Background: an optimization exercise with open tools, aiming at small area. Do not read the settings as production practice.
Only simulation tests tie the RTL to the original design; equivalence was not proved.
Power figures rest on the tool's default switching activity, not on a simulated workload.

==> flow/design.v <==
module qpsk_sym (
    input wire clk,
    input wire clr,
    input wire adv,
    output wire [1:0] c
);
    reg [7:0] r;
    reg [8:0] q;
    wire [7:0] r_nx = r + 1'b1;
    wire [8:0] q_nx = {q[7:0], ~(^{q[8], q[6]})};
    wire r_end = (r == 8'd143);
    wire wrap = (q == 9'd153) && (r == 8'd15);
    always @(posedge clk) begin
        if (clr | (adv & wrap)) begin
            r <= 0; q <= 0;
        end else if (adv) begin
            if (r_end) begin
                r <= 0; q <= q_nx;
            end else begin
                r <= r_nx;
            end
        end
    end
    localparam [511:0] TAB = 512'b00000000000000000000000000000000000000000000000000000000000000000000000000000000000000000000000000000000000000000000000000000000000000000000000000000000000000000000000000000000000000000000000000000000000000000000000000000000011000111010001111101100001000011001110001101100101001100010111001100110100011000001000101010110110100110100111010000110111000110101010101010010000111000010111011000000001110101111101011011001111110010010100001001101001000100111001101010110111010011001110100100011101101110110010101110000;
    assign c = TAB[r * 2 +: 2];
endmodule
module bpsk_sym (
    input wire clk,
    input wire clr,
    input wire adv,
    output wire [0:0] c
);
    reg [8:0] r;
    reg [7:0] q;
    wire [8:0] r_nx = r + 1'b1;
    wire [7:0] q_nx = {q[6:0], ~(^{q[7], q[6], q[5]})};
    wire r_end = (r == 9'd287);
    wire wrap = (q == 8'd71) && (r == 9'd159);
    always @(posedge clk) begin
        if (clr | (adv & wrap)) begin
            r <= 0; q <= 0;
        end else if (adv) begin
            if (r_end) begin
                r <= 0; q <= q_nx;
            end else begin
                r <= r_nx;
            end
        end
    end
    localparam [511:0] TAB = 512'b00000000000000000000000000000000000000000000000000000000000000000000000000000000000000000000000000000000000000000000000000000000000000000000000000000000000000000000000000000000000000000000000000000000000000000000000000000000100111000101110000010011110111100110001110010011010110011101000110011001011100111110111010101001001011001011000101111001000111001010101010101101111000111101000100111111110001010000010100100110000001101101011110110010110111011000110010101001000101100110001011011100010010001001101010001111;
    assign c = TAB[r * 1 +: 1];
endmodule
module qam16_sym (
    input wire clk,
    input wire clr,
    input wire adv,
    output wire [3:0] c
);
    reg [6:0] r;
    reg [9:0] q;
    wire [6:0] r_nx = r + 1'b1;
    wire [9:0] q_nx = {q[8:0], ~(^{q[9], q[6]})};
    wire r_end = (r == 7'd71);
    wire wrap = (q == 10'd404) && (r == 7'd15);
    always @(posedge clk) begin
        if (clr | (adv & wrap)) begin
            r <= 0; q <= 0;
        end else if (adv) begin
            if (r_end) begin
                r <= 0; q <= q_nx;
            end else begin
                r <= r_nx;
            end
        end
    end
    localparam [511:0] TAB = 512'b00000000000000000000000000000000000000000000000000000000000000000000000000000000000000000000000000000000000000000000000000000000000000000000000000000000000000000000000000000000000000000000000000000000000000000000000000000000011011001010110000100011111011011001001101100011101001101110001001100110101100111101110101010110000111000111001010110110001011000101010101011110110100111110001000111111110010100000101000011001000010011110101101110001111011100100110001010110001010011001000111101100100001000110010101001111;
    assign c = TAB[r * 4 +: 4];
endmodule
module m8psk_sym (
    input wire clk,
    input wire clr,
    input wire adv,
    output wire [2:0] c
);
    reg [6:0] r;
    reg [9:0] q;
    wire [6:0] r_nx = r + 1'b1;
    wire [9:0] q_nx = {q[8:0], ~(^{q[9], q[8]})};
    wire r_end = (r == 7'd95);
    wire wrap = (q == 10'd851) && (r == 7'd63);
    always @(posedge clk) begin
        if (clr | (adv & wrap)) begin
            r <= 0; q <= 0;
        end else if (adv) begin
            if (r_end) begin
                r <= 0; q <= q_nx;
            end else begin
                r <= r_nx;
            end
        end
    end
    localparam [383:0] TAB = 384'b000000000000000000000000000000000000000000000000000000000000000000000000000000000000000000000000111100010001011010101000011100111011110011101000101011000001010011000110000111100011100101001110110000110000010001100110010100110101001101001001100010100001010111100100011110101010101111111011010110001001000011011101011100000010011101001110010001111011110000000111101101110110001101110100;
    assign c = TAB[r * 3 +: 3];
endmodule
module Modulators #(
    parameter IQ_BW = 16
) (
    ap_clk,
    ap_rst,
    amplitude,
    samples_per_symbol,
    mod_type,
    start,
    i_out_TVALID,
    i_out_TREADY,
    i_out_TDATA,
    q_out_TVALID,
    q_out_TREADY,
    q_out_TDATA
);
    input ap_clk;
    input ap_rst;
    input [31:0] amplitude;
    input [31:0] samples_per_symbol;
    input start;
    input [2:0] mod_type;
    output i_out_TVALID;
    input i_out_TREADY;
    output [IQ_BW-1:0] i_out_TDATA;
    output q_out_TVALID;
    input q_out_TREADY;
    output [IQ_BW-1:0] q_out_TDATA;
    function [1:0] cls;
        input [2:0] m;
        cls = (m[2] | (m[1] & m[0])) ? 2'd3 : m[1:0];
    endfunction
    reg vld;
    reg [2:0] mod_type_last;
    reg zf, rf, incf;
    reg [10:0] nps_lo;
    reg [20:0] nps_hi;
    wire hi_low0 = (nps_hi[19:0] == 0);
    wire hi_zero = hi_low0 & ~nps_hi[20];
    wire [20:0] hi_nx = {nps_hi[19:0], nps_hi[20] ^ nps_hi[18] ^ hi_low0};
    wire acc = i_out_TREADY & q_out_TREADY;
    wire reset_sps = (mod_type_last != mod_type);
    wire same_cls = (cls(mod_type_last) == cls(mod_type));
    wire match = !reset_sps && hi_zero && (nps_lo == samples_per_symbol[10:0]);
    always @(posedge ap_clk) begin
        zf <= ap_rst;
        rf <= ap_rst | ~start;
        incf <= ~ap_rst & start & acc & match;
        if (ap_rst) begin
            vld <= 1'b0;
            mod_type_last <= mod_type;
        end else if (start) begin
            vld <= 1'b1;
            mod_type_last <= mod_type;
        end
        if (ap_rst | ~start | (acc & match) | (~acc & reset_sps)) begin
            nps_lo <= 11'd1; nps_hi <= 21'd0;
        end else if (acc) begin
            if (reset_sps & ~same_cls) begin
                nps_lo <= 11'd2; nps_hi <= 21'd0;
            end else begin
                nps_lo <= nps_lo + 11'd1;
                if (&nps_lo) nps_hi <= hi_nx;
            end
        end
    end
    wire [1:0] cl = cls(mod_type_last);
    wire [1:0] c_qpsk;
    wire [0:0] c_bpsk;
    wire [3:0] c_qam16;
    wire [2:0] c_m8psk;
    qpsk_sym  t_qpsk  (.clk(ap_clk), .clr(rf), .adv(incf & (cl == 2'd0)), .c(c_qpsk));
    bpsk_sym  t_bpsk  (.clk(ap_clk), .clr(rf), .adv(incf & (cl == 2'd1)), .c(c_bpsk));
    qam16_sym t_qam16 (.clk(ap_clk), .clr(rf), .adv(incf & (cl == 2'd2)), .c(c_qam16));
    m8psk_sym t_m8psk (.clk(ap_clk), .clr(rf), .adv(incf & (cl == 2'd3)), .c(c_m8psk));
    reg [2:0] ni, nq;
    always @(*) begin
        if (zf) begin
            ni = 3'b100; nq = 3'b100;
        end else case (cls(mod_type))
            2'd0: begin ni = {1'b0, c_qpsk[1], 1'b0}; nq = {1'b0, c_qpsk[0], 1'b0}; end
            2'd1: begin ni = {1'b0, c_bpsk[0], 1'b0}; nq = 3'b100; end
            2'd2: begin ni = {1'b0, c_qam16[3:2]}; nq = {1'b0, c_qam16[1:0]}; end
            default: begin
                ni = {c_m8psk[2] & c_m8psk[1], c_m8psk[2] ? c_m8psk[0] : c_m8psk[1], 1'b0};
                nq = {c_m8psk[2] & ~c_m8psk[1], c_m8psk[0], 1'b0};
            end
        endcase
    end
    reg [2:0] ci, cq;
    reg [15:0] amp;
    always @(posedge ap_clk) begin
        if (ap_rst) begin
            ci <= 3'b100; cq <= 3'b100;
        end else if (start) begin
            ci <= ni; cq <= nq;
        end
        if (start) amp <= amplitude[15:0];
    end
    wire [15:0] nz;    
    assign nz[0] = 1'b0;
    genvar k;
    generate
        for (k = 1; k < 16; k = k + 1) begin : g_nz
            assign nz[k] = nz[k-1] | amp[k-1];
        end
    endgenerate
    wire [15:0] mi = amp ^ ({16{ci[1]}} & nz);
    wire [15:0] mq = amp ^ ({16{cq[1]}} & nz);
    assign i_out_TDATA = ci[2] ? 16'd0 : ci[0] ? {mi[14:0], 1'b0} : mi;
    assign q_out_TDATA = cq[2] ? 16'd0 : cq[0] ? {mq[14:0], 1'b0} : mq;
    assign i_out_TVALID = vld;
    assign q_out_TVALID = vld;
endmodule
==> flow/flow/run.sh <==
#!/bin/bash
# Own layout flow: the standard synthesis, then the combinational logic between the
# standard synthesis's registers re-mapped for area (registers, their names and cells kept),
# then the standard ORFS layout steps with smaller port buffers and no CTS dummy loads.
set -euo pipefail
W=$PWD
F=$W/flow
R=$W/orfs/results/$FLOW_PLATFORM/Modulators/base
LIB=$FLOW_HOME/platforms/$FLOW_PLATFORM/lib/sky130_fd_sc_hd__tt_025C_1v80.lib

bash standard.sh synth > $W/log_1_standard_synth.log 2>&1
cp $R/1_2_yosys.v $W/std_1_2_yosys.v

sed -e "s#@LIB@#$LIB#g" -e "s#@IN@#$W/std_1_2_yosys.v#" -e "s#@OUT@#$W/remapped.v#" \
    -e "s#@TOP@#$FLOW_TOP#g" -e "s#@SCRIPT@#$F/remap.abc#" $F/remap.ys.in > $W/remap.ys
yosys -q $W/remap.ys > $W/log_2_remap.log 2>&1

cp $W/remapped.v $R/1_2_yosys.v
rm -f $R/1_synth.odb $R/1_synth.sdc
touch $R/1_2_yosys.v
bash standard.sh "BUFFER_PORTS_ARGS=-buffer_cell sky130_fd_sc_hd__buf_1" \
    "CTS_ARGS=-sink_clustering_enable -repair_clock_nets -dont_use_dummy_load -buf_list sky130_fd_sc_hd__clkbuf_8" \
    finish > $W/log_3_layout.log 2>&1
==> flow/flow/remap.abc <==
strash
&get -n
&deepsyn -T 60
&put
dch
map -a
strash
dch
map -a
strash
dch
map -a
topo
==> flow/flow/remap.ys.in <==
read_liberty -ignore_miss_func @LIB@
read_verilog @IN@
hierarchy -top @TOP@
setattr -mod -set keep_hierarchy 1 *__df* *__edf* *__sdf* *__sedf* *__dl*
flatten
opt_clean -purge
abc -liberty @LIB@ -dont_use *probe* -dont_use *lpflow* -script @SCRIPT@
opt_clean -purge
hilomap -singleton -hicell sky130_fd_sc_hd__conb_1 HI -locell sky130_fd_sc_hd__conb_1 LO
insbuf -buf sky130_fd_sc_hd__buf_1 A X
opt_clean -purge
select @TOP@
write_verilog -noattr -selected @OUT@
==> flow/standard.sh <==
#!/bin/bash
# synth_recipe.tcl (not shown) runs the flow's synth.tcl, then flattens the netlist and writes it again
# the make line also repeats each setting of config.mk as NAME=value (left out here)
make -C /OpenROAD-flow-scripts/flow DESIGN_CONFIG=/design/flow/config.mk WORK_HOME=/design/flow/orfs CLKGATE_MAP_FILE= SYNTH_SCRIPT=/design/flow/synth_recipe.tcl "${@:-finish}"
==> flow/config.mk <==
export PLATFORM = sky130hd
export DESIGN_NAME = Modulators
export DESIGN_NICKNAME = Modulators
export VERILOG_FILES = /design/flow/design.v
export SDC_FILE = /design/flow/constraint.sdc
export NUM_CORES = 4
export LEC_CHECK = 0
export ABC_AREA = 1
export CAP_MARGIN = 20
export CORE_MARGIN = 2
export CORE_UTILIZATION = 60
export SLEW_MARGIN = 20
==> flow/constraint.sdc <==
create_clock -name core_clock -period 14.0 [get_ports {ap_clk}]
set_input_delay 2.8000 -clock core_clock [delete_from_list [all_inputs] [get_ports {ap_clk}]]
set_output_delay 2.8000 -clock core_clock [all_outputs]
set_load 0.01 [all_outputs]
==> impl_metrics.csv, run 1 <==
group,metric,value,unit
power,power.internal,503.9,uW
route,vias,7365,
worst_setup_path,path_buf_inv,5,
cts,cts_root_buf,"clkbuf_8",
timing,tightest_slew,0.7240,ns
timing,finClkSkew,0.02954,ns
worst_setup_path,worstPathRequired,11.20,ns
power,leakage,0.002492,uW
power,ir_drop,0.08327,mV
cells_and_area,nets,1177,
worst_setup_path,crit_type,"reg -> out",
run_status,status,"timing/DRC/antenna clean",
global_routing,antenna_found_initial,0,
cts,cts.repair.resized,0,
cells_and_area,drive_above_1_share,1.995,%
timing,worst_hold_slack,0.4692,ns
power,p_switching,155.2,uW
die,start_util,61.85,%
worst_setup_path,crit_fanout,7,
cts,insertion_delay,0.44,ns
route,via_per_inst,5.911,
yosys,ys.warnings.count,5,
worst_setup_path,start_kind,"flop",
timing,rsz0062_at_grt,"no",
worst_setup_path,crit_top_cell,"nor2_1",
placed_design,dp_hpwl,12900,um
cts,post-cts-setup-buffer-count,0,
power,power_density,84.47,nW/um^2
cts,htree_num_levels,4,
die,die_x,113.0,um
power,p_clk_share,34.4,%
cells_and_area,diodes,0,
timing,max_slew_margin,50.49,%
timing,fin_crit_sh,50.78,%
placed_design,gp_congestion,1.024,
cts,clock_sinks,129,
worst_setup_path,cpPeakStageDelay,0.48,ns
worst_setup_path,cp_top_family,"simple AND/OR/NAND/NOR gates",
timing,hold_viol_final,0,
worst_setup_path,worst_path_max_delay_cell,"edfxtp_1",
power,netSwitchingFraction,23.54,%
global_routing,grt_max_degree,23,
die,die_area,12760,sq um
cells_and_area,layout_common_cells,"nor2_1 (199), clkinv_1 (189), dfxtp_1 (110), o22ai_1 (92), nand2_1 (78)",
cts,numCtsBuffers,17,
route,drt-wirelength-per-cell,13.85,um
cells_and_area,area_growth,9.538,%
cells_and_area,fillers,1005,
timing,slew_violations,0,
die,fp.coreArea,11520,sq um
route,wirelength,17260,um
cts,clock_path_buffers,2,
timing,finalSetupTns,0,ns
global_routing,groute.usage.overall,27.71,%
die,ios,106,
timing,fmax,140.7,MHz
route,dr.pass1.iters,16,
cells_and_area,mostFrequentLayoutCell,"nor2_1",
die,rows,39,
worst_setup_path,path_cells,"nor2_1, nand2_1, nor3_1, nand2_1, nor2_1, clkinv_1, nor3_1, clkinv_1, nor3_1, nand2_1, nor2_1, clkinv_1, nor2_1, clkinv_1, nor2_1, a21oi_1, o21ai_0, o311ai_0, buf_1",
timing,report.final.setup_viol,0,
placed_design,placed_area,7569,sq um
global_routing,grt_pass1_wl,29420,um
route,drc,0,
yosys,syn-num-nets,1089,
cells_and_area,finalInstanceArea,7802,sq um
yosys,synthesis.area,7123,sq um
min_path,holdCritPathClass,"reg -> reg",
power,comb_power_share,6.6,%
yosys,syn-instance-count,1017,
worst_setup_path,cp_data_arrival_time,4.31,ns
flow_run,cap_violations,0,
cts,ctsHoldBuffers,0,
route,postRouteAntennaNets,0,
die,dieHeight,113.0,um
timing,finalCriticalPeriod,7.109,ns
cts,cts_tree,"built",
global_routing,grt_overflow_total,0,
yosys,avgSynthCellArea,7.004,sq um
global_routing,grt_pass1_vias,6485,
placed_design,io_buffers,68,
power,p_seq_share,59.0,%
cts,cts.reportedPaths.clkPinSlew,0.07,ns
route,dr.first_iter.drc_count,757,
worst_setup_path,critPathCaptureType,"primary output",
sequential cells by signal, summed over array words and instances, names as in the netlist:
register / count
nps_hi: 21
amp: 16
t_qpsk.r: 8
mod_type_last: 3
t_m8psk.r: 7
t_qam16.q: 10
zf: 1
rf: 1
vld: 1
cq: 3
t_qpsk.q: 9
incf: 1
t_bpsk.r: 9
nps_lo: 11
t_bpsk.q: 8
ci: 3
t_m8psk.q: 10
t_qam16.r: 7
layer usage:
layer  vias up  global-route usage (%)  wire, um
li1       3764                       -         -
met3        43                   5.838      1395
met1      3204                   38.24      7866
met2       354                   44.14      7701
met5         -                       0         0
met4         0                   8.374       300
tightest hold or removal path: stages, from the launching register on:
cell	delay, ns
dfxtp_1	0.31
clkinv_1	0.05
o22ai_1	0.06
layout make-up:
| cell class | instances | area [sq um] | share of cell area (%) |
|---|---|---|---|
| inverter | 189 | 709.4 | 9.092 |
| clock buffer | 17 | 234.0 | 2.999 |
| multi-input combinational | 698 | 3637 | 46.62 |
| timing repair buffer | 70 | 270.3 | 3.464 |
| sequential | 129 | 2773 | 35.54 |
| tap | 143 | 178.9 | 2.293 |
through the flow:
step	setup slack (ns)	utilization (%)	total power (uW)	std cells
global placement	7.511	65.72	439.1	1229
floorplan	8.082	-	423.6	1017
global route	6.389	67.75	685.7	1246
CTS	6.958	67.75	663.9	1246
finish	6.891	67.75	659.1	1246
detailed placement	7.464	65.72	439.6	1229
power by group through the flow:
stage / registers (uW) / clock network [uW] / logic [uW]
final: 389 / 227 / 43.2
after floorplan: 395 / 0 / 28.4
after CTS: 389 / 232 / 43.1
after detailed placement: 397 / 0 / 42.9
after global placement: 397 / 0 / 42.5
after global routing: 389 / 247 / 48.9
path summary, 6_finish.rpt:
path	from	end	slack, ns	cells past startpoint
setup / recovery	amp[0]	i_out_TDATA[15]	6.89	19
hold reg to reg	nps_hi[14]	nps_hi[15]	0.47	2
hold / removal	nps_hi[14]	nps_hi[15]	0.47	2
setup reg to reg	t_m8psk.r[1]	t_m8psk.q[5]	10.95	11
==> inputs of run 2 (changes only) <==
==> flow/design.v (replaced) <==
module qpsk_pos (
    input wire clk,
    input wire clr,
    input wire adv,
    output reg [7:0] r
);
    reg [8:0] q;
    wire r_end = (r == 8'd143);
    wire wrap = (q == 9'd153) && (r == 8'd15);
    always @(posedge clk) begin
        if (clr | (adv & wrap)) begin
            r <= 0; q <= 0;
        end else if (adv) begin
            if (r_end) begin
                r <= 0; q <= {q[7:0], ~(^{q[8], q[6]})};
            end else begin
                r <= r + 1'b1;
            end
        end
    end
endmodule
module bpsk_pos (
    input wire clk,
    input wire clr,
    input wire adv,
    output reg [8:0] r
);
    reg [7:0] q;
    wire r_end = (r == 9'd287);
    wire wrap = (q == 8'd71) && (r == 9'd159);
    always @(posedge clk) begin
        if (clr | (adv & wrap)) begin
            r <= 0; q <= 0;
        end else if (adv) begin
            if (r_end) begin
                r <= 0; q <= {q[6:0], ~(^{q[7], q[6], q[5]})};
            end else begin
                r <= r + 1'b1;
            end
        end
    end
endmodule
module qam16_pos (
    input wire clk,
    input wire clr,
    input wire adv,
    output reg [6:0] r
);
    reg [9:0] q;
    wire r_end = (r == 7'd71);
    wire wrap = (q == 10'd404) && (r == 7'd15);
    always @(posedge clk) begin
        if (clr | (adv & wrap)) begin
            r <= 0; q <= 0;
        end else if (adv) begin
            if (r_end) begin
                r <= 0; q <= {q[8:0], ~(^{q[9], q[6]})};
            end else begin
                r <= r + 1'b1;
            end
        end
    end
endmodule
module m8psk_pos (
    input wire clk,
    input wire clr,
    input wire adv,
    output reg [6:0] u,
    output reg [1:0] o
);
    reg [9:0] q;
    wire r_end = (u == 7'd71) && (o == 2'd1);
    wire wrap = (q == 10'd851) && (u == 7'd47) && (o == 2'd1);
    always @(posedge clk) begin
        if (clr | (adv & wrap)) begin
            u <= 0; o <= 0; q <= 0;
        end else if (adv) begin
            if (r_end) begin
                u <= 0; o <= 0; q <= {q[8:0], ~(^{q[9], q[8]})};
            end else if (o == 2'd0) begin
                o <= 2'd3;
            end else begin
                u <= u + 1'b1; o <= o - 1'b1;
            end
        end
    end
endmodule
module sym_rom (
    input wire [6:0] u,
    output wire [5:0] w
);
    localparam [767:0] TAB = 768'b000000000000000000000000000000000000000000000000000000000000000000000000000000000000000000000000000000000000000000000000000000000000000000000000000000000000000000000000000000000000000000000000000000000000000000000000000000000000000000000000000000000000000000000000000000000000000000000000000000000000000000000000000000000000000000000000001001011100000101011100000001010011111101011110100110100011111001010011110101011001011101010001011001011001010111110011111110101110101010101001010010101100001011110001010111111001010001011100001010101010101010101101011110100011111101010001010011111111111100000101010000000101010010100110100000000110101101010111111011110010101101011101011000001100001010101001010001010110100110100010101101011100000100001000001001011010101000001111;
    assign w = TAB[u * 6 +: 6];
endmodule
module Modulators #(
    parameter IQ_BW = 16
) (
    ap_clk,
    ap_rst,
    amplitude,
    samples_per_symbol,
    mod_type,
    start,
    i_out_TVALID,
    i_out_TREADY,
    i_out_TDATA,
    q_out_TVALID,
    q_out_TREADY,
    q_out_TDATA
);
    input ap_clk;
    input ap_rst;
    input [31:0] amplitude;
    input [31:0] samples_per_symbol;
    input start;
    input [2:0] mod_type;
    output i_out_TVALID;
    input i_out_TREADY;
    output [IQ_BW-1:0] i_out_TDATA;
    output q_out_TVALID;
    input q_out_TREADY;
    output [IQ_BW-1:0] q_out_TDATA;
    function [1:0] cls;
        input [2:0] m;
        cls = (m[2] | (m[1] & m[0])) ? 2'd3 : m[1:0];
    endfunction
    reg vld;
    reg [2:0] mod_type_last;
    reg zf, rf, incf;
    reg [10:0] nps_lo;
    reg [20:0] nps_hi;
    wire hi_low0 = (nps_hi[19:0] == 0);
    wire hi_zero = hi_low0 & ~nps_hi[20];
    wire [20:0] hi_nx = {nps_hi[19:0], nps_hi[20] ^ nps_hi[18] ^ hi_low0};
    wire acc = i_out_TREADY & q_out_TREADY;
    wire reset_sps = (mod_type_last != mod_type);
    wire same_cls = (cls(mod_type_last) == cls(mod_type));
    wire match = !reset_sps && hi_zero && (nps_lo == samples_per_symbol[10:0]);
    always @(posedge ap_clk) begin
        zf <= ap_rst;
        rf <= ap_rst | ~start;
        incf <= ~ap_rst & start & acc & match;
        if (ap_rst) begin
            vld <= 1'b0;
            mod_type_last <= mod_type;
        end else if (start) begin
            vld <= 1'b1;
            mod_type_last <= mod_type;
        end
        if (ap_rst | ~start | (acc & match) | (~acc & reset_sps)) begin
            nps_lo <= 11'd1; nps_hi <= 21'd0;
        end else if (acc) begin
            if (reset_sps & ~same_cls) begin
                nps_lo <= 11'd2; nps_hi <= 21'd0;
            end else begin
                nps_lo <= nps_lo + 11'd1;
                if (&nps_lo) nps_hi <= hi_nx;
            end
        end
    end
    wire [1:0] cl = cls(mod_type_last);
    wire [7:0] r_qpsk;
    wire [8:0] r_bpsk;
    wire [6:0] r_qam16, u_m8psk;
    wire [1:0] o_m8psk;
    qpsk_pos  p_qpsk  (.clk(ap_clk), .clr(rf), .adv(incf & (cl == 2'd0)), .r(r_qpsk));
    bpsk_pos  p_bpsk  (.clk(ap_clk), .clr(rf), .adv(incf & (cl == 2'd1)), .r(r_bpsk));
    qam16_pos p_qam16 (.clk(ap_clk), .clr(rf), .adv(incf & (cl == 2'd2)), .r(r_qam16));
    m8psk_pos p_m8psk (.clk(ap_clk), .clr(rf), .adv(incf & (cl == 2'd3)), .u(u_m8psk), .o(o_m8psk));
    reg [6:0] u;
    reg [1:0] o;
    always @(*) begin
        case (cls(mod_type))
            2'd0: begin u = r_qpsk[7:1]; o = {r_qpsk[0], 1'b0}; end
            2'd1: begin u = r_bpsk[8:2]; o = r_bpsk[1:0]; end
            2'd2: begin u = r_qam16; o = 2'd0; end
            default: begin u = u_m8psk; o = o_m8psk; end
        endcase
    end
    wire [5:0] w;
    sym_rom rom (.u(u), .w(w));
    wire [3:0] b = w >> o;    
    reg [2:0] ni, nq;
    always @(*) begin
        if (zf) begin
            ni = 3'b100; nq = 3'b100;
        end else case (cls(mod_type))
            2'd0: begin ni = {1'b0, ~b[1], 1'b0}; nq = {1'b0, ~b[0], 1'b0}; end
            2'd1: begin ni = {1'b0, b[0], 1'b0}; nq = 3'b100; end
            2'd2: begin ni = {1'b0, b[2], b[3]}; nq = {1'b0, b[0], b[1]}; end
            default: case (b[2:0])    
                3'b000: begin ni = 3'b010; nq = 3'b000; end  
                3'b100: begin ni = 3'b100; nq = 3'b010; end  
                3'b010: begin ni = 3'b010; nq = 3'b100; end  
                3'b110: begin ni = 3'b010; nq = 3'b010; end  
                3'b001: begin ni = 3'b100; nq = 3'b000; end  
                3'b101: begin ni = 3'b000; nq = 3'b010; end  
                3'b011: begin ni = 3'b000; nq = 3'b000; end  
                default: begin ni = 3'b000; nq = 3'b100; end  
            endcase
        endcase
    end
    reg [2:0] ci, cq;
    reg [15:0] amp;
    always @(posedge ap_clk) begin
        if (ap_rst) begin
            ci <= 3'b100; cq <= 3'b100;
        end else if (start) begin
            ci <= ni; cq <= nq;
        end
        if (start) amp <= amplitude[15:0];
    end
    wire [15:0] nz;    
    assign nz[0] = 1'b0;
    genvar k;
    generate
        for (k = 1; k < 16; k = k + 1) begin : g_nz
            assign nz[k] = nz[k-1] | amp[k-1];
        end
    endgenerate
    wire [15:0] mi = amp ^ ({16{ci[1]}} & nz);
    wire [15:0] mq = amp ^ ({16{cq[1]}} & nz);
    assign i_out_TDATA = ci[2] ? 16'd0 : ci[0] ? {mi[14:0], 1'b0} : mi;
    assign q_out_TDATA = cq[2] ? 16'd0 : cq[0] ? {mq[14:0], 1'b0} : mq;
    assign i_out_TVALID = vld;
    assign q_out_TVALID = vld;
endmodule
==> run 2 against run 1 <==
Clock skew is 0.00073 ns higher. Sequential power is 2% higher. Worst setup slack worse by 0.52 ns. Synthesized cell count is 12% lower. Core utilization is 0.66 points lower. Non-clock buffer count is 1 higher. Register-to-register slack worse by 1.2 ns. Wire length is 5.3% lower. Maximum frequency is 6.8% lower. Final cell count is 9.7% lower. Power is 5.5% higher. Highest routed layer unchanged.
==> impl_metrics.csv, run 2 <==
group,metric,value,unit
cells_and_area,fillers,965,
worst_setup_path,cp_data_arrival_time,4.83,ns
power,fin_total_pwr,695.1,uW
route,dr.pass1.iters,5,
route,wirelength,16350,um
die,die_x,108.3,um
min_path,holdCritPathClass,"reg -> reg",
timing,max_slew_margin,58.09,%
cells_and_area,largestRegisters,"nps_hi x21, amp x16, nps_lo x11",
cells_and_area,largest_reg_flops,21,
placed_design,dp_hpwl,12340,um
placed_design,gp_congestion,0.9500,
timing,finClkSkew,0.03027,ns
cells_and_area,diodes,0,
timing,rsz0062_at_grt,"no",
power,leakage,0.002328,uW
worst_setup_path,r2r-start,"p_qam16.r[1]",
timing,finalCriticalPeriod,7.630,ns
cts,htree_num_levels,4,
cts,cts.repair.resized,0,
global_routing,grt_pass1_vias,5996,
die,start_util,60.74,%
yosys,ys.warnings.count,5,
route,vias,6478,
die,fp.coreArea,10750,sq um
worst_setup_path,crit_fanout,4,
yosys,syn-instance-count,898,
cts,ctsHoldBuffers,0,
cells_and_area,nets,1059,
worst_setup_path,crit_type,"reg -> out",
power,ir_drop,0.08757,mV
route,dr.first_iter.drc_count,548,
global_routing,grt_overflow_total,0,
die,ios,106,
placed_design,io_buffers,68,
worst_setup_path,worstSetupStartpoint,"amp[1]",
yosys,avgSynthCellArea,7.268,sq um
power,power_density,96.41,nW/um^2
cells_and_area,top_register,"nps_hi",
worst_setup_path,rrSetupSlack,9.79,ns
timing,finalSetupTns,0,ns
global_routing,antenna_found_initial,0,
timing,tightest_slew,0.6264,ns
global_routing,grt_max_degree,23,
cells_and_area,layout_common_cells,"clkinv_1 (183), nor2_1 (150), dfxtp_1 (112), o22ai_1 (89), nand2_1 (86)",
cells_and_area,area_growth,10.47,%
placed_design,placed_area,6975,sq um
timing,hold_viol_final,0,
die,rows,38,
timing,fmax,131.1,MHz
route,postRouteAntennaNets,0,
global_routing,grt_pass1_wl,26380,um
die,dieHeight,108.3,um
cells_and_area,stdcell_count,1125,
cts,post-cts-setup-buffer-count,0,
cts,clock_sinks,131,
cts,numCtsBuffers,17,
cts,insertion_delay,0.45,ns
cts,cts_tree,"built",
cts,cts_root_buf,"clkbuf_8",
worst_setup_path,worstPathRequired,11.20,ns
yosys,syn-num-nets,970,
route,via_per_inst,5.758,
timing,setup_slack,6.370,ns
run_status,status,"timing/DRC/antenna clean",
cells_and_area,finalInstanceArea,7209,sq um
cts,cts.reportedPaths.clkPinSlew,0.08,ns
cts,clock_path_buffers,2,
die,die_area,11730,sq um
worst_setup_path,start_kind,"flop",
worst_setup_path,critPathCaptureType,"primary output",
global_routing,groute.usage.overall,28.34,%
cells_and_area,drive_above_1_share,2.843,%
flow_run,cap_violations,0,
placed_design,dp_cells,1108,
placed_design,place_ws,6.454,ns
timing,report.final.setup_viol,0,
timing,fin_crit_sh,54.50,%
route,drc,0,
route,drt-wirelength-per-cell,14.53,um
cells_and_area,mostFrequentLayoutCell,"clkinv_1",
min_path,holdCritStartpoint,"rf",
timing,slew_violations,0,
yosys,synthesis.area,6526,sq um
==> run 2: layout make-up <==
class	instances	area [sq um]	share of cell area, %
clock buffer	17	234.0	3.245
inverter	183	686.9	9.528
multi-input combinational	583	3023	41.93
sequential	131	2813	39.01
tap	140	175.2	2.430
timing repair buffer	71	277.8	3.853
==> run 2: worst paths after layout <==
| path | to | cells after the start |
|---|---|---|
| worst max-delay path | i_out_TDATA[15] | 24 |
| worst min register to register | p_m8psk.o[0] | 1 |
| worst min-delay path | p_m8psk.o[0] | 1 |
| worst max register to register | ci[1] | 20 |
==> run 2: where the power goes <==
part	internal (uW)	total (uW)	leakage, uW	switching, uW
Combinational	24.2	74.3	0.00112	50.1
Clock	106	226	0.000122	119
Sequential	388	395	0.00109	6.72
Total	519	695	0.00233	176
==> run 2: critical path, stage by stage, from the launching register on <==
cell and delay [ns]:
edfxtp_1 0.45, nor2_1 0.19, clkinv_1 0.12, nor2_1 0.18
clkinv_1 0.11, nor2_1 0.23, clkinv_1 0.10, nor2_1 0.17
clkinv_1 0.08, nor2_1 0.18, clkinv_1 0.11, nor3_1 0.29
nand2_1 0.15, nor2_1 0.19, nand2_1 0.13, nor3_1 0.30
clkinv_1 0.12, nor2_1 0.21, clkinv_1 0.17, a21oi_1 0.16
o32ai_1 0.11, o21ai_0 0.27, nor3_1 0.08, a21o_2 0.19
buf_1 0.12
==> run 2: metal layers <==
metal  track usage, %  part of all wire (%)  wire length (um)  vias up
li1                 -                     -                 -     3246
met1            36.66                    45              7356     2941
met2            45.69                    46              7496      241
met3            6.932                   6.7              1089       50
met4            11.26                   2.5               403        0
met5                0                     0                 0        -
==> run 2: through the flow <==
| stage | util [%] | hold WS [ns] |
|---|---|---|
| finish | 67.09 | 0.4351 |
| global route | 67.09 | 0.4355 |
| CTS | 67.09 | 0.4311 |
| detailed placement | 64.92 | 0.4237 |
| global placement | 64.92 | 0.4018 |
| floorplan | - | 0.3965 |
==> inputs of run 3 (changes only) <==
--- a/flow/design.v
+++ b/flow/design.v
@@ -91,3 +91,3 @@
 );
-    localparam [767:0] TAB = 768'b000000000000000000000000000000000000000000000000000000000000000000000000000000000000000000000000000000000000000000000000000000000000000000000000000000000000000000000000000000000000000000000000000000000000000000000000000000000000000000000000000000000000000000000000000000000000000000000000000000000000000000000000000000000000000000000000001001011100000101011100000001010011111101011110100110100011111001010011110101011001011101010001011001011001010111110011111110101110101010101001010010101100001011110001010111111001010001011100001010101010101010101101011110100011111101010001010011111111111100000101010000000101010010100110100000000110101101010111111011110010101101011101011000001100001010101001010001010110100110100010101101011100000100001000001001011010101000001111;
+    localparam [767:0] TAB = 768'b100110100011111001010011110101011001011101010001011001011001010111110011111110101110101010101001010010101100001011110001010111111001010001011100001010101010101010101101011110100011111101010001010011111111111100000101010000000101010010100110100000000110101101010111111011110010101101011101011000001100001010101001010001010110100110100010001001011100000101011100000001010011111101011110100110100011111001010011110101011001011101010001011001011001010111110011111110101110101010101001010010101100001011110001010111111001010001011100001010101010101010101101011110100011111101010001010011111111111100000101010000000101010010100110100000000110101101010111111011110010101101011101011000001100001010101001010001010110100110100010101101011100000100001000001001011010101000001111;
     assign w = TAB[u * 6 +: 6];
==> flow/flow/run.sh (replaced) <==
#!/bin/bash
# Own layout flow: the standard synthesis, then the combinational logic between the
# standard synthesis's registers re-mapped for area (registers, their names and cells
# kept; three ABC runs with different seeds, the smallest kept), then the standard ORFS
# layout steps with smaller port buffers and clock buffers and no CTS dummy loads.
set -euo pipefail
W=$PWD
F=$W/flow
R=$W/orfs/results/$FLOW_PLATFORM/Modulators/base
LIB=$FLOW_HOME/platforms/$FLOW_PLATFORM/lib/sky130_fd_sc_hd__tt_025C_1v80.lib

bash standard.sh synth > $W/log_1_standard_synth.log 2>&1
cp $R/1_2_yosys.v $W/std_1_2_yosys.v

for s in 1 2 3; do
    sed -e "s#@SEED@#$s#" $F/remap.abc.in > $W/remap_$s.abc
    sed -e "s#@LIB@#$LIB#g" -e "s#@IN@#$W/std_1_2_yosys.v#" -e "s#@OUT@#$W/remapped_$s.v#" \
        -e "s#@TOP@#$FLOW_TOP#g" -e "s#@SCRIPT@#$W/remap_$s.abc#" $F/remap.ys.in > $W/remap_$s.ys
    yosys -q $W/remap_$s.ys > $W/log_2_remap_$s.log 2>&1 &
done
wait
best=""
for s in 1 2 3; do
    a=$(python3 $F/area.py $LIB $W/remapped_$s.v)
    echo "remap seed $s: area $a" >> $W/log_2_remap_pick.log
    if [[ -z "$best" ]] || python3 -c "import sys; sys.exit(0 if $a < $besta else 1)"; then best=$s; besta=$a; fi
done
echo "picked seed $best" >> $W/log_2_remap_pick.log
cp $W/remapped_$best.v $W/remapped.v

cp $W/remapped.v $R/1_2_yosys.v
rm -f $R/1_synth.odb $R/1_synth.sdc
touch $R/1_2_yosys.v
bash standard.sh "BUFFER_PORTS_ARGS=-buffer_cell sky130_fd_sc_hd__buf_1" \
    "CTS_ARGS=-sink_clustering_enable -repair_clock_nets -dont_use_dummy_load -buf_list sky130_fd_sc_hd__clkbuf_4" \
    finish > $W/log_3_layout.log 2>&1
==> flow/flow/area.py (new file) <==
# area.py LIB netlist.v: total cell area of a mapped netlist
import re, sys
lib = open(sys.argv[1]).read()
A = {}
for c in re.split(r'\n\s*cell\s*\(', lib)[1:]:
    n = re.match(r'\s*"?(\w+)"?', c).group(1)
    A[n] = float(re.search(r'area\s*:\s*([\d.]+)', c).group(1))
print(sum(A[m] for m in re.findall(r'^\s*(sky130_fd_sc_hd__\w+)\s', open(sys.argv[2]).read(), re.M)))
==> flow/flow/remap.abc.in (new file) <==
strash
&get -n
&deepsyn -T 150 -S @SEED@
&put
dch
map -a
strash
dch
map -a
strash
dch
map -a
topo
removed: flow/flow/remap.abc
==> run 3 against run 2 <==
Global-route usage is 0.11 points lower. Combinational power is 3.9% higher. Flip-flop and latch count stayed put. Power is 8.5% lower. Maximum frequency is 7.6% higher. Sequential share of layout area is 1.4 points higher. Register-to-register slack better by 0.31 ns. Largest cell class unchanged. Largest power group unchanged.
==> impl_metrics.csv, run 3 <==
group,metric,value,unit
run_status,status,"timing/DRC/antenna clean",
cells_and_area,fillers,903,
cts,cts_tree,"built",
route,postRouteAntennaNets,0,
worst_setup_path,critPathCaptureType,"flop",
yosys,synthesis.area,6387,sq um
route,dr.first_iter.drc_count,622,
timing,fin_crit_sh,50.65,%
placed_design,io_buffers,68,
worst_setup_path,crit_fanout,8,
flow_run,cap_violations,0,
route,wirelength,15340,um
cts,clock_sinks,131,
cells_and_area,nets,1018,
worst_setup_path,crit_type,"in -> reg",
timing,rsz0062_at_grt,"no",
yosys,syn-instance-count,858,
worst_setup_path,worstPathRequired,14.41,ns
global_routing,groute.usage.overall,28.23,%
placed_design,dp_hpwl,11710,um
timing,finalCriticalPeriod,7.090,ns
cells_and_area,area_growth,8.835,%
timing,fmax,141.0,MHz
timing,slew_violations,0,
timing,max_slew_margin,43.63,%
die,dieHeight,107.2,um
cts,cts.reportedPaths.clkPinSlew,0.10,ns
global_routing,grt_pass1_wl,25960,um
die,fp.coreArea,10320,sq um
timing,finalSetupTns,0,ns
worst_setup_path,start_kind,"primary input",
global_routing,antenna_found_initial,0,
cells_and_area,drive_above_1_share,2.754,%
cells_and_area,top_register,"nps_hi",
die,ios,106,
yosys,ys.warnings.count,5,
cts,ctsHoldBuffers,0,
power,power_density,91.44,nW/um^2
global_routing,grt_pass1_vias,5927,
cts,htree_num_levels,4,
cts,cts_root_buf,"clkbuf_4",
placed_design,place_ws,6.586,ns
yosys,syn-num-nets,930,
worst_setup_path,cp_data_arrival_time,7.50,ns
cts,clock_path_buffers,2,
cells_and_area,mostFrequentLayoutCell,"clkinv_1",
power,fin_total_pwr,635.7,uW
cells_and_area,utilization,67.34,%
global_routing,grt_overflow_total,0,
cells_and_area,layout_common_cells,"clkinv_1 (166), nor2_1 (122), dfxtp_1 (112), o22ai_1 (98), nand2_1 (89)",
die,die_area,11490,sq um
cts,numCtsBuffers,17,
global_routing,grt_max_degree,23,
power,leakage,0.002280,uW
placed_design,gp_congestion,0.8928,
route,vias,6276,
timing,hold_viol_final,0,
die,start_util,61.87,%
timing,tightest_slew,0.8456,ns
die,die_x,107.2,um
min_path,holdCritPathClass,"reg -> reg",
timing,worst_hold_slack,0.4705,ns
route,drc,0,
power,ir_drop,0.07287,mV
route,dr.pass1.iters,6,
route,via_per_inst,5.811,
route,drt-wirelength-per-cell,14.20,um
cts,post-cts-setup-buffer-count,0,
die,rows,37,
cells_and_area,diodes,0,
timing,finClkSkew,0.03594,ns
timing,report.final.setup_viol,0,
cts,insertion_delay,0.54,ns
timing,setup_slack,6.910,ns
cts,cts.repair.resized,0,
yosys,avgSynthCellArea,7.444,sq um
cells_and_area,largestRegisters,"nps_hi x21, amp x16, nps_lo x11",
cells_and_area,largest_reg_flops,21,
run 3: final cells by class:
type / instances / area [sq um] / area share (%)
Multi-Input combinational cell: 560 / 2948 / 42.40
Sequential cell: 131 / 2813 / 40.46
Inverter: 166 / 623.1 / 8.963
Timing Repair Buffer: 70 / 270.3 / 3.888
Tap cell: 136 / 170.2 / 2.448
Clock buffer: 17 / 127.6 / 1.836
run 3: report_power, final:
group / switching [uW] / total [uW] / internal, uW
clock: 109 / 164 / 55.3
combinational: 51.4 / 77.2 / 25.8
sequential: 6.70 / 395 / 388
total: 167 / 636 / 469
run 3: per-layer routing:
| metal | global-route usage [%] | up-vias | part of all wire [%] |
|---|---|---|---|
| met1 | 33.71 | 2852 | 42 |
| met4 | 12.06 | 0 | 2.8 |
| met3 | 7.599 | 46 | 6.8 |
| li1 | - | 3153 | - |
| met2 | 47.78 | 225 | 48 |
| met5 | 0 | - | 0 |
run 3: worst max-delay path, cell delays in order:
cell and delay, ns:
buf_1 0.17, nor2_1 0.31, clkinv_1 0.21, nor2_1 0.39, clkinv_1 0.26, nor2_1 0.16
clkinv_1 0.07, nand3_1 0.26, clkinv_1 0.31, nor2_1 0.28, clkinv_1 0.13, nor2_1 0.17
clkinv_1 0.08, nor2_1 0.15, clkinv_1 0.09, nand3_1 0.11, nor2_1 0.06, a21oi_1 0.14
nor2_1 0.05, a21oi_1 0.17, a21oi_1 0.09, nand2_1 0.06, o21ai_0 0.18, xor2_1 0.23
o311a_2 0.37, o21ai_0 0.09, o22ai_1 0.09
run 3: through the flow:
stage               cells  cell area [sq um]
floorplan             858               6387
global placement     1063               6824
detailed placement   1063               6824
CTS                  1080               6952
global route         1080               6952
finish               1080               6952
run 3: worst paths after layout:
path                     from           to  slack [ns]  cells after the start
setup / recovery  mod_type[0]        cq[1]        6.91                     27
hold reg to reg   p_qpsk.q[2]  p_qpsk.q[3]        0.47                      2
hold / removal    p_qpsk.q[2]  p_qpsk.q[3]        0.47                      2
setup reg to reg  p_qpsk.r[3]        cq[1]       10.10                     22
==> inputs of run 4 (changes only) <==
==> flow/flow/remap.abc.in (replaced) <==
strash
&get -n
&deepsyn -T 150 -S @SEED@
&put
dch
amap
strash
dch
amap
strash
dch
amap
topo
==> run 4 against run 3 <==
Sequential share of layout area increased by 0.82 points. Core utilization decreased by 0.45 points. Flip-flop and latch count unchanged. First-iteration DRC count decreased by 4.2%. Synthesized area decreased by 2.6%. Die area decreased by 2.5%. Count of clock-buffer cells in the layout unchanged. Hold slack got worse by 0.017 ns. Critical path depth decreased by 4. Highest routed layer unchanged.
==> impl_metrics.csv, run 4 <==
group,metric,value,unit
min_path,holdPathStages,2,
cts,cts.reportedPaths.clkPinSlew,0.12,ns
worst_setup_path,path_cells,"buf_1, nor2_1, clkinv_1, nor2_1, clkinv_1, o22ai_1, a221oi_1, buf_4, clkinv_1, nor2_1, clkinv_1, o21ai_0, or3_1, a31oi_1, nor3_1, o22ai_1, nor2_1, o32ai_1, nor2_1, a21oi_1, nor3_1, or3_1, o22ai_1",
cells_and_area,top_register,"nps_hi",
timing,max_slew_margin,33.63,%
timing,report.final.setup_viol,0,
worst_setup_path,crit_fanout,10,
timing,fmax,142.5,MHz
global_routing,grt_pass1_vias,5623,
cts,post-cts-setup-buffer-count,0,
cells_and_area,mostFrequentLayoutCell,"nor2_1",
worst_setup_path,worst_path_max_delay_cell,"o32ai_1",
cts,cts.repair.resized,0,
global_routing,grt_overflow_total,0,
placed_design,io_buffers,68,
cells_and_area,fillers,899,
worst_setup_path,worstPathRequired,14.44,ns
cells_and_area,nets,977,
worst_setup_path,cp_data_arrival_time,7.46,ns
min_path,holdCritPathClass,"reg -> reg",
worst_setup_path,cp_top_family,"simple AND/OR/NAND/NOR gates",
cts,numCtsBuffers,17,
worst_setup_path,start_kind,"primary input",
global_routing,use_met1,34.81,%
timing,rsz0062_at_grt,"no",
route,drt-wirelength-per-cell,14.63,um
worst_setup_path,reg2regPathDepth,19,
timing,finalCriticalPeriod,7.018,ns
die,fp.coreArea,10180,sq um
worst_setup_path,path_buf_inv,6,
route,drc,0,
route,vias,6256,
timing,slew_violations,0,
run_status,status,"timing/DRC/antenna clean",
route,via_per_inst,6.021,
cells_and_area,layout_common_cells,"nor2_1 (147), clkinv_1 (125), dfxtp_1 (112), o22ai_1 (107), buf_1 (68)",
die,die_area,11190,sq um
power,power_density,93.39,nW/um^2
cells_and_area,largestRegisters,"nps_hi x21, amp x16, nps_lo x11",
global_routing,groute.usage.overall,27.46,%
cts,ctsHoldBuffers,0,
cells_and_area,largest_reg_flops,21,
worst_setup_path,critPathCaptureType,"flop",
cells_and_area,utilization,66.89,%
global_routing,top_usage_layer,"met2",
cts,insertion_delay,0.54,ns
cells_and_area,diodes,0,
route,dr.pass1.iters,5,
die,start_util,61.06,%
placed_design,gp_congestion,0.9163,
worst_setup_path,crit_top_cell,"nor2_1",
cts,htree_num_levels,4,
global_routing,grt_util_met3,5.133,%
timing,tightest_slew,0.9955,ns
route,dr.first_iter.drc_count,596,
cts,clock_path_buffers,2,
global_routing,antenna_found_initial,0,
route,postRouteAntennaNets,0,
power,ir_drop,0.08085,mV
timing,hold_viol_final,0,
die,ios,106,
yosys,avgSynthCellArea,7.649,sq um
global_routing,gr-usage-met2,46.31,%
yosys,synthesis.area,6218,sq um
timing,finalSetupTns,0,ns
cells_and_area,drive_above_1_share,2.547,%
min_path,hold_end,"p_qpsk.q[4]",
route,wirelength,15200,um
placed_design,dp_hpwl,11340,um
yosys,syn-instance-count,813,
worst_setup_path,cpPeakStageDelay,0.52,ns
global_routing,grt_max_degree,23,
die,dieHeight,105.8,um
worst_setup_path,crit_type,"in -> reg",
cts,cts_root_buf,"clkbuf_4",
min_path,holdCritStartpoint,"p_qpsk.q[3]",
die,die_x,105.8,um
worst_setup_path,rrSetupSlack,9.71,ns
timing,fin_crit_sh,50.13,%
yosys,syn-num-nets,885,
power,leakage,0.002141,uW
cts,cts_tree,"built",
cells_and_area,area_growth,9.557,%
die,rows,37,
flow_run,cap_violations,0,
cts,clock_sinks,131,
worst_setup_path,r2r_end,"cq[1]",
worst_setup_path,r2r-start,"p_bpsk.r[2]",
global_routing,grt_pass1_wl,25070,um
timing,finClkSkew,0.04840,ns
yosys,ys.warnings.count,5,
[run 4: cell count changes in the layout (fill, tap and decap cells not counted), moves of 6 or more]
cell      before  now
xor2_1        21    0
or2_0          0    6
a221oi_1       1    9
nand2_1       89   60
a211oi_1       3   16
nand3_1       19    8
o21ai_0       51   41
nor2_1       122  147
o211ai_1       6    0
o22ai_1       98  107
clkinv_1     166  125
xnor2_1       12    0
[run 4: power breakdown]
group	internal, uW	leakage [uW]	switching, uW
Sequential	388	0.00109	5.70
Combinational	25.5	0.000972	51.2
Clock	55.4	0.0000782	111
Total	469	0.00214	168
[run 4: how the worst max path moves through the flow]
stage / endpoint / startpoint / slack (ns) / cells past startpoint
floorplan: cq[1] / mod_type[0] / 7.10 / 19
global placement: cq[1] / mod_type[0] / 6.69 / 24
detailed placement: cq[1] / mod_type[0] / 6.57 / 23
CTS: cq[1] / mod_type[0] / 7.13 / 23
global route: cq[1] / mod_type[0] / 6.59 / 23
finish: cq[1] / mod_type[0] / 6.98 / 23
[run 4: area by class of cell]
cell class | instances | area, sq um | area share, %
inverter | 125 | 469.2 | 6.887
timing repair buffer | 74 | 300.3 | 4.408
sequential | 131 | 2813 | 41.29
tap | 136 | 170.2 | 2.498
multi-input combinational | 556 | 2933 | 43.05
clock buffer | 17 | 127.6 | 1.873
[run 4: worst reg2reg max path: stages, from the launching register on]
cell and delay, ns:
dfxtp_1 0.34, o22ai_1 0.18, nor2_1 0.06, a221oi_1 0.23
buf_4 0.21, clkinv_1 0.25, nor2_1 0.37, clkinv_1 0.19
o221ai_1 0.26, nor2_1 0.09, nor3_1 0.21, a21oi_1 0.10
o22ai_1 0.24, nor2_1 0.06, o32ai_1 0.52, nor2_1 0.10
a21oi_1 0.19, nor3_1 0.07, or3_1 0.38, o22ai_1 0.17
[run 4: stage by stage]
stage               power [uW]  instances  hold slack, ns  setup WS (ns)  cell area, sq um
finish                   636.3       1039          0.4540          6.982              6813
global route             663.8       1039          0.4805          6.590              6813
CTS                      640.0       1039          0.4570          7.126              6813
detailed placement       476.8       1022          0.4652          6.575              6685
global placement         474.2       1022          0.4559          6.690              6685
floorplan                452.9        813          0.4427          7.104              6218
[run 4: metal layers]
metal	routed length, um	part of all wire (%)
met1	6483	43
met2	7338	48
met3	994	6.5
met4	385	2.5
met5	0	0
==> inputs of run 5 (changes only) <==
==> flow/flow/run.sh (replaced) <==
#!/bin/bash
# Own layout flow: the standard synthesis, then the combinational logic between the
# standard synthesis's registers re-mapped for area (registers, their names and cells
# kept; several ABC runs with different seeds, the smallest kept), then the standard ORFS
# layout steps with smaller port buffers and clock buffers and no CTS dummy loads.
set -euo pipefail
W=$PWD
F=$W/flow
R=$W/orfs/results/$FLOW_PLATFORM/Modulators/base
LIB=$FLOW_HOME/platforms/$FLOW_PLATFORM/lib/sky130_fd_sc_hd__tt_025C_1v80.lib

bash standard.sh synth > $W/log_1_standard_synth.log 2>&1
cp $R/1_2_yosys.v $W/std_1_2_yosys.v

# two rounds of four ABC runs with different seeds; each round starts from the
# smallest netlist so far, and the smallest of all is kept
remap_round() {   # $1 round, $2 input netlist
    for s in 1 2 3 4; do
        t=$1_$s
        sed -e "s#@SEED@#$((s + 4 * $1))#" $F/remap.abc.in > $W/remap_$t.abc
        sed -e "s#@LIB@#$LIB#g" -e "s#@IN@#$2#" -e "s#@OUT@#$W/remapped_$t.v#" \
            -e "s#@TOP@#$FLOW_TOP#g" -e "s#@SCRIPT@#$W/remap_$t.abc#" $F/remap.ys.in > $W/remap_$t.ys
        yosys -q $W/remap_$t.ys > $W/log_2_remap_$t.log 2>&1 &
    done
    wait
    for s in 1 2 3 4; do
        t=$1_$s
        [[ -s $W/remapped_$t.v ]] || continue
        a=$(python3 $F/area.py $LIB $W/remapped_$t.v)
        echo "remap $t: area $a" >> $W/log_2_remap_pick.log
        if [[ -z "$best" ]] || python3 -c "import sys; sys.exit(0 if $a < $besta else 1)"; then best=$t; besta=$a; fi
    done
}
best=""; besta=""
remap_round 0 $W/std_1_2_yosys.v
remap_round 1 $W/remapped_$best.v
echo "picked $best" >> $W/log_2_remap_pick.log
cp $W/remapped_$best.v $W/remapped.v

cp $W/remapped.v $R/1_2_yosys.v
rm -f $R/1_synth.odb $R/1_synth.sdc
touch $R/1_2_yosys.v
bash standard.sh "BUFFER_PORTS_ARGS=-buffer_cell sky130_fd_sc_hd__buf_1" \
    "CTS_ARGS=-sink_clustering_enable -repair_clock_nets -dont_use_dummy_load -buf_list sky130_fd_sc_hd__clkbuf_4" \
    finish > $W/log_3_layout.log 2>&1
==> flow/flow/remap.abc.in (replaced) <==
strash
&get -n
&deepsyn -T 120 -S @SEED@
&put
dch
amap
strash
dch
amap
strash
dch
amap
topo
==> run 5 against run 4 <==
Power fell by 1.4%. First-iteration DRC count up 1.3%. Wire length fell by 4.2%. Worst setup slack worse by 0.86 ns. Clock power barely moved. Non-clock buffer count grew 1. Flip-flop and latch count did not move. Clock skew down 0.011 ns. Maximum frequency fell by 11%. Critical path type unchanged. Sequential share of layout area increased by 0.43 points. Still clean. Combinational power fell by 9.8%. Largest power group unchanged. Core utilization increased by 1.5 points.
==> impl_metrics.csv, run 5 <==
group,metric,value,unit
cells_and_area,largestRegisters,"nps_hi x21, amp x16, nps_lo x11",
yosys,ys.warnings.count,5,
cts,cts.reportedPaths.clkPinSlew,0.12,ns
timing,hold_viol_final,0,
power,ir_drop,0.07045,mV
cells_and_area,diodes,0,
min_path,holdPathStages,2,
cts,cts_root_buf,"clkbuf_4",
die,rows,36,
route,postRouteAntennaNets,0,
cells_and_area,largest_reg_flops,21,
min_path,holdCritPathClass,"reg -> reg",
route,vias,6131,
worst_setup_path,critPathCaptureType,"flop",
power,netSwitchingFraction,25.57,%
power,p_seq_share,62.8,%
worst_setup_path,r2r_end,"cq[1]",
power,comb_power_share,11.0,%
power,p_switching,160.4,uW
worst_setup_path,r2r-start,"p_qpsk.r[5]",
run_status,status,"timing/DRC/antenna clean",
yosys,synthesis.area,6147,sq um
placed_design,dp_cells,1005,
route,via_per_inst,5.993,
yosys,syn-num-nets,871,
global_routing,grt_max_degree,23,
placed_design,dp_hpwl,10920,um
cts,numCtsBuffers,17,
route,wirelength,14570,um
yosys,syn-instance-count,799,
cts,insertion_delay,0.51,ns
cells_and_area,top_register,"nps_hi",
timing,report.final.setup_viol,0,
worst_setup_path,worstSetupStartpoint,"mod_type[2]",
route,dr.first_iter.drc_count,604,
timing,rsz0062_at_grt,"no",
timing,tightest_slew,1.034,ns
die,die_x,105.2,um
timing,setup_slack,6.126,ns
global_routing,grt_pass1_wl,24380,um
worst_setup_path,crit_top_cell,"clkinv_1",
global_routing,groute.usage.overall,26.43,%
die,die_area,11070,sq um
power,fin_total_pwr,627.1,uW
cells_and_area,area_growth,9.689,%
timing,fmax,127.0,MHz
cells_and_area,drive_above_1_share,2.697,%
timing,finClkSkew,0.03715,ns
cts,ctsHoldBuffers,0,
timing,fin_crit_sh,56.24,%
cells_and_area,nets,964,
cells_and_area,mostFrequentLayoutCell,"nor2_1",
route,dr.pass1.iters,5,
worst_setup_path,start_kind,"primary input",
cts,cts.repair.resized,0,
worst_setup_path,crit_fanout,13,
power,power_density,93.00,nW/um^2
power,leakage,0.002172,uW
worst_setup_path,reg2regPathDepth,19,
cells_and_area,fillers,839,
yosys,avgSynthCellArea,7.694,sq um
timing,finalSetupTns,0,ns
flow_run,cap_violations,0,
cts,cts_tree,"built",
cts,htree_num_levels,4,
cts,post-cts-setup-buffer-count,0,
global_routing,grt_pass1_vias,5491,
worst_setup_path,worst_path_max_delay_cell,"a221oi_1",
cells_and_area,stdcell_count,1023,
timing,worst_hold_slack,0.4347,ns
global_routing,antenna_found_initial,0,
power,power.internal,466.7,uW
die,ios,106,
timing,slew_violations,0,
die,start_util,62.32,%
placed_design,place_ws,5.564,ns
timing,max_slew_margin,31.06,%
placed_design,gp_congestion,0.9070,
die,dieHeight,105.2,um
global_routing,grt_overflow_total,0,
die,fp.coreArea,9864,sq um
worst_setup_path,rrSetupSlack,8.87,ns
worst_setup_path,worstPathRequired,14.40,ns
worst_setup_path,cp_data_arrival_time,8.27,ns
worst_setup_path,cp-endpoint,"cq[1]",
route,drt-wirelength-per-cell,14.24,um
placed_design,io_buffers,68,
route,drc,0,
worst_setup_path,crit_type,"in -> reg",
cts,clock_sinks,131,
worst_setup_path,path_cells,"buf_1, nor2_1, nand2_1, clkinv_1, nand2_1, o21ai_0, a221oi_1, clkbuf_2, clkinv_1, nor2_1, clkinv_1, o22ai_1, nor4_1, nor2_1, o21ai_0, nor4_1, a2111oi_0, o32ai_1, clkinv_1, a21oi_1, nor3_1, or3_1, o32ai_1",
cts,clock_path_buffers,2,
cells_and_area,layout_common_cells,"nor2_1 (147), clkinv_1 (118), dfxtp_1 (112), o22ai_1 (107), buf_1 (68)",
power,p_clk_share,26.2,%
timing,finalCriticalPeriod,7.874,ns
worst_setup_path,cpPeakStageDelay,0.65,ns
-- run 5: cell count changes in the layout (fill, tap and decap cells not counted), moves of 4 or more --
| cell | delta |
|---|---|
| nand2_1 | -4 |
| clkinv_1 | -7 |
| or2_0 | +6 |
| nor4_1 | +4 |
| a21oi_1 | -6 |
| and2_0 | +6 |
-- run 5: critical path: cells and delay by family --
family                 cells  cell delay [ns]
AO/OA/AOI/OAI              8             2.19
AND/OR/NAND/NOR            9             1.89
buffers and inverters      6             1.38
-- run 5: power groups by stage --
| stage | Combinational, uW | Sequential [uW] | Clock [uW] |
|---|---|---|---|
| after floorplan | 46.5 | 401 | 0 |
| after global placement | 65.7 | 402 | 0 |
| after detailed placement | 67.3 | 402 | 0 |
| after CTS | 67.8 | 394 | 168 |
| after global routing | 76.5 | 395 | 182 |
| final | 69.2 | 394 | 164 |
-- run 5: cell type report --
| type | count | area, sq um | area share [%] |
|---|---|---|---|
| Inverter | 118 | 442.9 | 6.569 |
| Clock buffer | 17 | 127.6 | 1.893 |
| Tap cell | 133 | 166.4 | 2.468 |
| Sequential cell | 131 | 2813 | 41.71 |
| Multi-Input combinational cell | 549 | 2888 | 42.83 |
| Timing Repair Buffer | 75 | 305.3 | 4.528 |
-- run 5: metal layers --
| layer | vias to the layer above | GRT usage [%] | wire, um |
|---|---|---|---|
| met5 | - | 0 | 0 |
| met4 | 0 | 10.00 | 336 |
| met3 | 42 | 5.133 | 892 |
| met2 | 240 | 43.55 | 6934 |
| met1 | 2760 | 34.43 | 6407 |
| li1 | 3089 | - | - |
-- run 5: how the worst min path moves through the flow --
| stage | from | to | slack (ns) |
|---|---|---|---|
| 4_1_cts | nps_hi[14] | nps_hi[15] | 0.44 |
| 5_1_grt | p_m8psk.q[7] | p_m8psk.q[8] | 0.48 |
| 2_1_floorplan | cq[0] | cq[0] | 0.44 |
| 3_5_place_dp | cq[0] | cq[0] | 0.46 |
| 6_report | nps_hi[14] | nps_hi[15] | 0.43 |
| 3_3_place_gp | cq[0] | cq[0] | 0.45 |
-- run 5: through the flow --
stage / area [sq um] / util (%)
floorplan: 6147 / -
global placement: 6610 / 67.01
detailed placement: 6610 / 67.01
CTS: 6738 / 68.30
global route: 6743 / 68.35
finish: 6743 / 68.35
==> inputs of run 6 (changes only) <==
--- a/flow/flow/run.sh
+++ b/flow/flow/run.sh
@@ -14,8 +14,8 @@
 
-# two rounds of four ABC runs with different seeds; each round starts from the
+# three rounds of six ABC runs with different seeds; each round starts from the
 # smallest netlist so far, and the smallest of all is kept
 remap_round() {   # $1 round, $2 input netlist
-    for s in 1 2 3 4; do
+    for s in 1 2 3 4 5 6; do
         t=$1_$s
-        sed -e "s#@SEED@#$((s + 4 * $1))#" $F/remap.abc.in > $W/remap_$t.abc
+        sed -e "s#@SEED@#$((s + 6 * $1))#" $F/remap.abc.in > $W/remap_$t.abc
         sed -e "s#@LIB@#$LIB#g" -e "s#@IN@#$2#" -e "s#@OUT@#$W/remapped_$t.v#" \
@@ -25,3 +25,3 @@
     wait
-    for s in 1 2 3 4; do
+    for s in 1 2 3 4 5 6; do
         t=$1_$s
@@ -36,2 +36,3 @@
 remap_round 1 $W/remapped_$best.v
+remap_round 2 $W/remapped_$best.v
 echo "picked $best" >> $W/log_2_remap_pick.log
==> run 6 against run 5 <==
Still clean. Count of clock-buffer cells in the layout is the same. Flip-flop and latch count is the same. Maximum frequency grew 5.6%. Register-to-register slack gained 0.41 ns. Worst setup slack gained 0.42 ns. First-iteration DRC count shrank 13%. Critical path depth shrank 2. Die area shrank 0.20%. Sequential power is essentially flat. Clock power is essentially flat.
==> impl_metrics.csv, run 6 <==
group,metric,value,unit
run_status,status,"timing/DRC/antenna clean",
timing,finalCriticalPeriod,7.458,ns
route,dr.first_iter.drc_count,526,
placed_design,gp_congestion,0.8882,
cts,clock_sinks,131,
cts,clock_path_buffers,2,
route,vias,6065,
worst_setup_path,r2r-start,"p_m8psk.u[4]",
cts,htree_num_levels,4,
route,wirelength,14680,um
cells_and_area,multi_input_area,2830,sq um
die,die_x,105.1,um
worst_setup_path,start_kind,"primary input",
worst_setup_path,crit_type,"in -> reg",
cells_and_area,mostFrequentLayoutCell,"clkinv_1",
worst_setup_path,reg2regPathDepth,18,
timing,finalSetupTns,0,ns
cells_and_area,top_register,"nps_hi",
flow_run,cap_violations,0,
worst_setup_path,worst_path_max_delay_cell,"a221oi_1",
timing,report.final.setup_viol,0,
yosys,ys.warnings.count,5,
global_routing,grt_overflow_total,0,
cts,cts.reportedPaths.clkPinSlew,0.08,ns
die,die_area,11050,sq um
yosys,synthesis.area,6135,sq um
cts,ctsHoldBuffers,0,
power,ir_drop,0.07653,mV
placed_design,placed_area,6590,sq um
die,start_util,62.19,%
cells_and_area,layout_common_cells,"clkinv_1 (130), nor2_1 (120), o22ai_1 (113), dfxtp_1 (112), buf_1 (68)",
die,rows,36,
placed_design,dp_hpwl,10950,um
die,fp.coreArea,9864,sq um
timing,slew_violations,0,
cells_and_area,fillers,835,
min_path,hold_end,"p_bpsk.r[8]",
cells_and_area,largest_reg_flops,21,
route,dr.pass1.iters,5,
worst_setup_path,cpPeakStageDelay,0.63,ns
cts,cts.repair.resized,0,
worst_setup_path,crit_top_cell,"nor2_1",
yosys,syn-instance-count,784,
placed_design,io_buffers,68,
cells_and_area,drive_above_1_share,2.520,%
timing,hold_viol_final,0,
worst_setup_path,cp_data_arrival_time,7.88,ns
global_routing,groute.usage.overall,27.24,%
global_routing,grt_pass1_vias,5537,
cells_and_area,area_growth,9.504,%
route,drc,0,
worst_setup_path,critPathCaptureType,"flop",
timing,max_slew_margin,35.07,%
power,leakage,0.002075,uW
die,ios,106,
cells_and_area,nets,947,
global_routing,grt_max_degree,23,
cts,numCtsBuffers,17,
worst_setup_path,path_buf_inv,5,
worst_setup_path,r2r_end,"cq[1]",
worst_setup_path,path_cells,"buf_1, nor2_1, nor2_1, clkinv_1, o22ai_1, a221oi_1, clkinv_1, nor2_1, clkinv_1, nor2_1, nor2_1, a211oi_1, nor2_1, a211oi_1, a211oi_1, o21ai_0, clkinv_1, o22ai_1, nor3_1, or3_1, o32ai_1",
cells_and_area,regArea,2813,sq um
yosys,avgSynthCellArea,7.825,sq um
min_path,holdCritStartpoint,"p_bpsk.r[8]",
timing,worst_hold_slack,0.4663,ns
timing,finClkSkew,0.03177,ns
cts,cts_root_buf,"clkbuf_4",
power,power_density,91.54,nW/um^2
timing,fin_crit_sh,53.27,%
timing,tightest_slew,0.9740,ns
timing,rsz0062_at_grt,"no",
worst_setup_path,rrSetupSlack,9.28,ns
route,via_per_inst,6.029,
yosys,syn-num-nets,856,
cts,cts_tree,"built",
global_routing,grt_pass1_wl,24580,um
cells_and_area,diodes,0,
worst_setup_path,cp_top_family,"compound AO/OA/AOI/OAI gates",
global_routing,antenna_found_initial,0,
worst_setup_path,worstPathRequired,14.42,ns
route,drt-wirelength-per-cell,14.59,um
die,dieHeight,105.1,um
cts,post-cts-setup-buffer-count,0,
cts,insertion_delay,0.53,ns
route,postRouteAntennaNets,0,
cells_and_area,finalInstanceArea,6718,sq um
min_path,holdPathStages,1,
timing,fmax,134.1,MHz
min_path,holdCritPathClass,"reg -> reg",
worst_setup_path,crit_fanout,12,
cells_and_area,largestRegisters,"nps_hi x21, amp x16, nps_lo x11",
[run 6: changes by cell type in the layout (fill, tap and decap cells not counted), moves of 4 or more]
cell and change:
nor2_1 -27, clkinv_1 +12, nor3_1 -10, a211oi_1 +8, and2_0 -7, o22ai_1 +6, nand2_1 +5, a21oi_1 -4
and3_1 -4, nor4_1 -4
[run 6: area by class of cell]
class                   instances  share of cell area (%)
multi-input cells             522                   42.13
well taps                     133                   2.477
clock buffers                  17                   1.900
repair buffers                 73                   4.358
flip-flops and latches        131                   41.87
inverters                     130                   7.264
[run 6: power breakdown]
group	switching [uW]	leakage (uW)	internal, uW
Combinational	36.5	0.000907	17.7
Sequential	5.75	0.00109	388
Clock	112	0.0000782	55.4
[run 6: worst max-delay path by stage]
stage	cells after the start	slack, ns	endpoint	start
2_1_floorplan	16	7.23	cq[1]	mod_type[0]
3_3_place_gp	21	6.22	cq[1]	mod_type[0]
3_5_place_dp	21	6.21	cq[1]	mod_type[0]
4_1_cts	21	6.71	cq[1]	mod_type[0]
5_1_grt	21	6.28	cq[1]	mod_type[2]
6_report	21	6.54	cq[1]	mod_type[0]
[run 6: stage by stage]
| step | utilization [%] | power [uW] | instances | setup WS [ns] |
|---|---|---|---|---|
| finish | 68.10 | 614.9 | 1006 | 6.542 |
| detailed placement | 66.81 | 454.8 | 989 | 6.207 |
| floorplan | - | 436.4 | 784 | 7.226 |
| global placement | 66.81 | 452.9 | 989 | 6.218 |
| global route | 68.10 | 641.2 | 1006 | 6.279 |
| CTS | 68.10 | 617.2 | 1006 | 6.707 |
[run 6: layer usage]
metal	global-route usage, %	part of all wire [%]
met5	0	0
met4	9.429	1.7
met3	7.486	6.7
met2	45.59	49
met1	33.78	42

## static timing again, ports no longer ideal
How much do the figures lean on ideal ports? The routed layouts below were timed once more, with nothing changed but the port constraints.
Step 1, drivers: a clkbuf_16 drives ap_clk and a buf_2 each remaining input, both assumed.
Step 2 moves the port delays by t, midway between the first and last clock arrival at a register: inputs arrive t later, outputs are due t later. That takes back most of the time a late clock gives input paths.
Slacks: no drivers / after step 1 / after step 2; pairs: no drivers / after step 1.
| run | t (ns) | slack for setup (ns) | worst register clock-pin slew, ns |
|---|---|---|---|
| run 1 | 0.461 | 6.891 / 6.855 / 7.315 | 0.07 / 0.07 |
| run 2 | 0.469 | 6.370 / 6.332 / 6.252 | 0.08 / 0.08 |
| run 3 | 0.560 | 6.910 / 6.914 / 6.354 | 0.11 / 0.11 |
| run 4 | 0.548 | 6.982 / 6.997 / 6.448 | 0.12 / 0.12 |
| run 5 | 0.522 | 6.126 / 6.108 / 5.586 | 0.12 / 0.12 |
| run 6 | 0.545 | 6.542 / 6.540 / 5.995 | 0.11 / 0.11 |
After both steps every run listed still meets setup and hold. For run 3, which loses most, drivers alone change the setup slack by +0.004 ns; drivers and shift together by -0.556 ns.
